From an optimization exercise on the open Yosys and OpenROAD flow, aimed at small area, a short achievable clock period and few clock cycles; shortcuts taken in it are not production practice.
Only simulation tests tie the RTL to the original design; equivalence was not proved.

==> try-umber: inputs <==
// goldschmidt_divider
module goldschmidt_divider (
    input wire clk,
    input wire rst_n,
    input wire start,
    input wire [15:0] numerator,       
    input wire [15:0] denominator,     
    output wire [15:0] quotient,       
    output reg valid,
    output wire error
);
Settings: LEC_CHECK=0, ABC_AREA=1, CAP_MARGIN=20, CORE_MARGIN=2, CORE_UTILIZATION=50, SETUP_SLACK_MARGIN=5, SLEW_MARGIN=20; clock period 11.0 ns.
standard.sh (not shown) runs the stock make flow with config.mk's settings and CLKGATE_MAP_FILE= SYNTH_SCRIPT=/design/flow/synth_recipe.tcl, a recipe that flattens the netlist after the stock synthesis.
==> flow/flow/run.sh <==
#!/bin/bash
# The standard layout (standard.sh), with one change to synthesis:
# SYNTH_ARGS=-noabc skips the quick ABC pass inside Yosys's "synth" fine
# stage, so extract_fa sees the adder trees as written and maps them to
# full adders without inverters between them.  Registers, their names and
# cell types are those of the standard synthesis; the final ABC mapping,
# floorplan, placement, CTS, routing and constraints are the standard ones.
set -euo pipefail
bash standard.sh SYNTH_ARGS=-noabc finish > standard.log 2>&1
==> try-juniper (differences from try-umber) <==
--- a/flow/design.v
+++ b/flow/design.v
@@ -516,17 +516,17 @@
 wire fs196 = q6[28] ^ hs155 ^ fc154;
 wire fc196 = (q6[28] & hs155) | (q6[28] & fc154) | (hs155 & fc154);
 wire fs197 = ~q5[31] ^ q6[29] ^ hc155;
 wire fc197 = (~q5[31] & q6[29]) | (~q5[31] & hc155) | (q6[29] & hc155);
 wire hs198 = 1'b1 ^ q6[30];
 wire hc198 = 1'b1 & q6[30];
 wire [42:0] t0 = {hs198, fs197, fs196, fs195, fs194, fs193, fs192, fs191, fs190, fs189, fs188, fs187, fs186, fs185, fs184, fs183, fs182, fs181, fs180, fs179, fs178, fs177, fs176, fs175, fs174, fs173, fs172, fs171, fs170, fs169, fs168, fs167, fs166, fs165, fs164, fs163, fs162, fs161, fs160, fs159, fs158, hs157, a[0]};
 wire [42:0] t1 = {fc197, fc196, fc195, fc194, fc193, fc192, fc191, fc190, fc189, fc188, fc187, fc186, fc185, fc184, fc183, fc182, fc181, fc180, fc179, fc178, fc177, fc176, fc175, fc174, fc173, fc172, fc171, fc170, fc169, fc168, fc167, fc166, fc165, fc164, fc163, fc162, fc161, fc160, fc159, fc158, hc157, hc156, hs156};
-gs_add43 add (.a(t0), .b(t1), .s(s));
+assign s = t0 + t1;
 endmodule
 module gs_mac_d (
     input  wire [25:0] a,
     input  wire [25:0] x,
     input  wire [6:0] one, two, neg,
     output wire [38:0] s
 );
 wire [27:0] x1 = {2'b00, x};
@@ -885,236 +885,10 @@
 wire fs172 = q6[24] ^ hs135 ^ fc134;
 wire fc172 = (q6[24] & hs135) | (q6[24] & fc134) | (hs135 & fc134);
 wire fs173 = ~q5[27] ^ q6[25] ^ hc135;
 wire fc173 = (~q5[27] & q6[25]) | (~q5[27] & hc135) | (q6[25] & hc135);
 wire hs174 = 1'b1 ^ q6[26];
 wire hc174 = 1'b1 & q6[26];
 wire [38:0] t0 = {hs174, fs173, fs172, fs171, fs170, fs169, fs168, fs167, fs166, fs165, fs164, fs163, fs162, fs161, fs160, fs159, fs158, fs157, fs156, fs155, fs154, fs153, fs152, fs151, fs150, fs149, fs148, fs147, fs146, fs145, fs144, fs143, fs142, fs141, fs140, fs139, fs138, hs137, a[0]};
 wire [38:0] t1 = {fc173, fc172, fc171, fc170, fc169, fc168, fc167, fc166, fc165, fc164, fc163, fc162, fc161, fc160, fc159, fc158, fc157, fc156, fc155, fc154, fc153, fc152, fc151, fc150, fc149, fc148, fc147, fc146, fc145, fc144, fc143, fc142, fc141, fc140, fc139, fc138, hc137, hc136, hs136};
-gs_add39 add (.a(t0), .b(t1), .s(s));
-endmodule
-module gs_add43 (
-    input  wire [42:0] a, b,
-    output wire [42:0] s
-);
-wire [42:0] p = a ^ b;
-wire [42:0] g = a & b;
-wire G0 = g[1] | (p[1] & g[0]);
-wire G1 = g[3] | (p[3] & g[2]);
-wire P1 = p[3] & p[2];
-wire G2 = g[5] | (p[5] & g[4]);
-wire P2 = p[5] & p[4];
-wire G3 = g[7] | (p[7] & g[6]);
-wire P3 = p[7] & p[6];
-wire G4 = g[9] | (p[9] & g[8]);
-wire P4 = p[9] & p[8];
-wire G5 = g[11] | (p[11] & g[10]);
-wire P5 = p[11] & p[10];
-wire G6 = g[13] | (p[13] & g[12]);
-wire P6 = p[13] & p[12];
-wire G7 = g[15] | (p[15] & g[14]);
-wire P7 = p[15] & p[14];
-wire G8 = g[17] | (p[17] & g[16]);
-wire P8 = p[17] & p[16];
-wire G9 = g[19] | (p[19] & g[18]);
-wire P9 = p[19] & p[18];
-wire G10 = g[21] | (p[21] & g[20]);
-wire P10 = p[21] & p[20];
-wire G11 = g[23] | (p[23] & g[22]);
-wire P11 = p[23] & p[22];
-wire G12 = g[25] | (p[25] & g[24]);
-wire P12 = p[25] & p[24];
-wire G13 = g[27] | (p[27] & g[26]);
-wire P13 = p[27] & p[26];
-wire G14 = g[29] | (p[29] & g[28]);
-wire P14 = p[29] & p[28];
-wire G15 = g[31] | (p[31] & g[30]);
-wire P15 = p[31] & p[30];
-wire G16 = g[33] | (p[33] & g[32]);
-wire P16 = p[33] & p[32];
-wire G17 = g[35] | (p[35] & g[34]);
-wire P17 = p[35] & p[34];
-wire G18 = g[37] | (p[37] & g[36]);
-wire P18 = p[37] & p[36];
-wire G19 = g[39] | (p[39] & g[38]);
-wire P19 = p[39] & p[38];
-wire G20 = g[41] | (p[41] & g[40]);
-wire P20 = p[41] & p[40];
-wire G21 = G1 | (P1 & G0);
-wire G22 = G3 | (P3 & G2);
-wire P22 = P3 & P2;
-wire G23 = G5 | (P5 & G4);
-wire P23 = P5 & P4;
-wire G24 = G7 | (P7 & G6);
-wire P24 = P7 & P6;
-wire G25 = G9 | (P9 & G8);
-wire P25 = P9 & P8;
-wire G26 = G11 | (P11 & G10);
-wire P26 = P11 & P10;
-wire G27 = G13 | (P13 & G12);
-wire P27 = P13 & P12;
-wire G28 = G15 | (P15 & G14);
-wire P28 = P15 & P14;
-wire G29 = G17 | (P17 & G16);
-wire P29 = P17 & P16;
-wire G30 = G19 | (P19 & G18);
-wire P30 = P19 & P18;
-wire G31 = G22 | (P22 & G21);
-wire G32 = G24 | (P24 & G23);
-wire P32 = P24 & P23;
-wire G33 = G26 | (P26 & G25);
-wire P33 = P26 & P25;
-wire G34 = G28 | (P28 & G27);
-wire P34 = P28 & P27;
-wire G35 = G30 | (P30 & G29);
-wire P35 = P30 & P29;
-wire G36 = G32 | (P32 & G31);
-wire G37 = G34 | (P34 & G33);
-wire P37 = P34 & P33;
-wire G38 = G37 | (P37 & G36);
-wire G39 = G33 | (P33 & G36);
-wire G40 = G35 | (P35 & G38);
-wire G41 = G23 | (P23 & G31);
-wire G42 = G25 | (P25 & G36);
-wire G43 = G27 | (P27 & G39);
-wire G44 = G29 | (P29 & G38);
-wire G45 = G2 | (P2 & G21);
-wire G46 = G4 | (P4 & G31);
-wire G47 = G6 | (P6 & G41);
-wire G48 = G8 | (P8 & G36);
-wire G49 = G10 | (P10 & G42);
-wire G50 = G12 | (P12 & G39);
-wire G51 = G14 | (P14 & G43);
-wire G52 = G16 | (P16 & G38);
-wire G53 = G18 | (P18 & G44);
-wire G54 = G20 | (P20 & G40);
-wire G55 = g[2] | (p[2] & G0);
-wire G56 = g[4] | (p[4] & G21);
-wire G57 = g[6] | (p[6] & G45);
-wire G58 = g[8] | (p[8] & G31);
-wire G59 = g[10] | (p[10] & G46);
-wire G60 = g[12] | (p[12] & G41);
-wire G61 = g[14] | (p[14] & G47);
-wire G62 = g[16] | (p[16] & G36);
-wire G63 = g[18] | (p[18] & G48);
-wire G64 = g[20] | (p[20] & G42);
-wire G65 = g[22] | (p[22] & G49);
-wire G66 = g[24] | (p[24] & G39);
-wire G67 = g[26] | (p[26] & G50);
-wire G68 = g[28] | (p[28] & G43);
-wire G69 = g[30] | (p[30] & G51);
-wire G70 = g[32] | (p[32] & G38);
-wire G71 = g[34] | (p[34] & G52);
-wire G72 = g[36] | (p[36] & G44);
-wire G73 = g[38] | (p[38] & G53);
-wire G74 = g[40] | (p[40] & G40);
-wire G75 = g[42] | (p[42] & G54);
-wire [42:0] c = {G54, G74, G40, G73, G53, G72, G44, G71, G52, G70, G38, G69, G51, G68, G43, G67, G50, G66, G39, G65, G49, G64, G42, G63, G48, G62, G36, G61, G47, G60, G41, G59, G46, G58, G31, G57, G45, G56, G21, G55, G0, g[0], 1'b0};
-assign s = p ^ c;
-endmodule
-module gs_add39 (
-    input  wire [38:0] a, b,
-    output wire [38:0] s
-);
-wire [38:0] p = a ^ b;
-wire [38:0] g = a & b;
-wire G0 = g[1] | (p[1] & g[0]);
-wire G1 = g[3] | (p[3] & g[2]);
-wire P1 = p[3] & p[2];
-wire G2 = g[5] | (p[5] & g[4]);
-wire P2 = p[5] & p[4];
-wire G3 = g[7] | (p[7] & g[6]);
-wire P3 = p[7] & p[6];
-wire G4 = g[9] | (p[9] & g[8]);
-wire P4 = p[9] & p[8];
-wire G5 = g[11] | (p[11] & g[10]);
-wire P5 = p[11] & p[10];
-wire G6 = g[13] | (p[13] & g[12]);
-wire P6 = p[13] & p[12];
-wire G7 = g[15] | (p[15] & g[14]);
-wire P7 = p[15] & p[14];
-wire G8 = g[17] | (p[17] & g[16]);
-wire P8 = p[17] & p[16];
-wire G9 = g[19] | (p[19] & g[18]);
-wire P9 = p[19] & p[18];
-wire G10 = g[21] | (p[21] & g[20]);
-wire P10 = p[21] & p[20];
-wire G11 = g[23] | (p[23] & g[22]);
-wire P11 = p[23] & p[22];
-wire G12 = g[25] | (p[25] & g[24]);
-wire P12 = p[25] & p[24];
-wire G13 = g[27] | (p[27] & g[26]);
-wire P13 = p[27] & p[26];
-wire G14 = g[29] | (p[29] & g[28]);
-wire P14 = p[29] & p[28];
-wire G15 = g[31] | (p[31] & g[30]);
-wire P15 = p[31] & p[30];
-wire G16 = g[33] | (p[33] & g[32]);
-wire P16 = p[33] & p[32];
-wire G17 = g[35] | (p[35] & g[34]);
-wire P17 = p[35] & p[34];
-wire G18 = g[37] | (p[37] & g[36]);
-wire P18 = p[37] & p[36];
-wire G19 = G1 | (P1 & G0);
-wire G20 = G3 | (P3 & G2);
-wire P20 = P3 & P2;
-wire G21 = G5 | (P5 & G4);
-wire P21 = P5 & P4;
-wire G22 = G7 | (P7 & G6);
-wire P22 = P7 & P6;
-wire G23 = G9 | (P9 & G8);
-wire P23 = P9 & P8;
-wire G24 = G11 | (P11 & G10);
-wire P24 = P11 & P10;
-wire G25 = G13 | (P13 & G12);
-wire P25 = P13 & P12;
-wire G26 = G15 | (P15 & G14);
-wire P26 = P15 & P14;
-wire G27 = G17 | (P17 & G16);
-wire P27 = P17 & P16;
-wire G28 = G20 | (P20 & G19);
-wire G29 = G22 | (P22 & G21);
-wire P29 = P22 & P21;
-wire G30 = G24 | (P24 & G23);
-wire P30 = P24 & P23;
-wire G31 = G26 | (P26 & G25);
-wire P31 = P26 & P25;
-wire G32 = G29 | (P29 & G28);
-wire G33 = G31 | (P31 & G30);
-wire P33 = P31 & P30;
-wire G34 = G33 | (P33 & G32);
-wire G35 = G30 | (P30 & G32);
-wire G36 = G21 | (P21 & G28);
-wire G37 = G23 | (P23 & G32);
-wire G38 = G25 | (P25 & G35);
-wire G39 = G27 | (P27 & G34);
-wire G40 = G2 | (P2 & G19);
-wire G41 = G4 | (P4 & G28);
-wire G42 = G6 | (P6 & G36);
-wire G43 = G8 | (P8 & G32);
-wire G44 = G10 | (P10 & G37);
-wire G45 = G12 | (P12 & G35);
-wire G46 = G14 | (P14 & G38);
-wire G47 = G16 | (P16 & G34);
-wire G48 = G18 | (P18 & G39);
-wire G49 = g[2] | (p[2] & G0);
-wire G50 = g[4] | (p[4] & G19);
-wire G51 = g[6] | (p[6] & G40);
-wire G52 = g[8] | (p[8] & G28);
-wire G53 = g[10] | (p[10] & G41);
-wire G54 = g[12] | (p[12] & G36);
-wire G55 = g[14] | (p[14] & G42);
-wire G56 = g[16] | (p[16] & G32);
-wire G57 = g[18] | (p[18] & G43);
-wire G58 = g[20] | (p[20] & G37);
-wire G59 = g[22] | (p[22] & G44);
-wire G60 = g[24] | (p[24] & G35);
-wire G61 = g[26] | (p[26] & G45);
-wire G62 = g[28] | (p[28] & G38);
-wire G63 = g[30] | (p[30] & G46);
-wire G64 = g[32] | (p[32] & G34);
-wire G65 = g[34] | (p[34] & G47);
-wire G66 = g[36] | (p[36] & G39);
-wire G67 = g[38] | (p[38] & G48);
-wire [38:0] c = {G48, G66, G39, G65, G47, G64, G34, G63, G46, G62, G38, G61, G45, G60, G35, G59, G44, G58, G37, G57, G43, G56, G32, G55, G42, G54, G36, G53, G41, G52, G28, G51, G40, G50, G19, G49, G0, g[0], 1'b0};
-assign s = p ^ c;
+assign s = t0 + t1;
 endmodule
==> comparison table <==
Area of the die: try-juniper 57000 sq um; try-umber 53200 sq um
Cell area after technology mapping: try-juniper 27600 sq um; try-umber 25700 sq um
Synth-to-layout area growth: try-juniper 10.7%; try-umber 14.1%
Adder-cell share of the synthesized area: try-juniper 30.4%; try-umber 34.9%
Worst setup margin: try-juniper 5.11 ns; try-umber 5.08 ns
Number of DRC markers after the initial detailed-route iteration: try-juniper 1906; try-umber 2045
Sequential share of cell area: try-juniper 13.7%; try-umber 14.4%
Clock-pin slew on the worst setup and hold paths: try-juniper 0.08 ns; try-umber 0.09 ns
Insertion delay of the later-clocked pin in the worst-skew pair: try-juniper 0.50 ns; try-umber 0.49 ns
Least-Margin Pin Slew: try-juniper 0.860 ns; try-umber 1.06 ns
Run status: try-juniper timing/DRC/antenna clean; try-umber timing/DRC/antenna clean
Chip width: try-juniper 239 microns; try-umber 231 microns
Layout Cell Area excl Fill: try-juniper 30500 sq um; try-umber 29300 sq um
Critical path depth in cells: try-juniper 21; try-umber 23
Aggregate global-route resource usage: try-juniper 35.7%; try-umber 32.8%
First-pass GRT wire length: try-juniper 155000 microns; try-umber 133000 microns
Crit. Startpoint: try-juniper xn[4]; try-umber xd[5]
Fillcell total: try-juniper 5217; try-umber 4603
Post-route fraction of the period consumed by the critical path: try-juniper 53.5%; try-umber 53.9%
Critical register-to-register path endpoint: try-juniper xn[20]; try-umber one_dn[6]
DP Area: try-juniper 28300 sq um; try-umber 26400 sq um
Most used cell along the critical path: try-juniper nand2_1; try-umber fa_1
Buffer and inverter count on the worst path: try-juniper 2; try-umber 5
Dominant cell by count in the synthesized netlist: try-juniper nand2_1; try-umber o22ai_1
Testbench counts of try-umber, summed over its fixed seeds: cycles 112,000.
Testbench counts of try-juniper, summed over its fixed seeds: cycles 112,000.

## what the ideal ports hide
In the flow no input, the clock included, has a driving cell. The finished layouts below were timed again as built, in two steps.
Step 1 assumes that a clkbuf_16 drives the clock port and a buf_2 every other input.
Step 2 also shifts input and output timing later by t, the mid clock arrival at the registers, as if the neighbouring blocks saw the same clock.
a / b / c = ideal ports / drivers / drivers and shift; a / b = the first two.
run	t, ns	setup slack, ns	worst register clock-pin slew, ns
try-umber	0.542	5.076 / 5.076 / 4.943	0.09 / 0.09
try-juniper	0.552	5.113 / 5.113 / 5.023	0.09 / 0.09
After both steps setup and hold are still met in every run listed. The setup slack of try-umber, which loses most, moves by 0.000 ns with the drivers and by -0.133 ns with both steps.
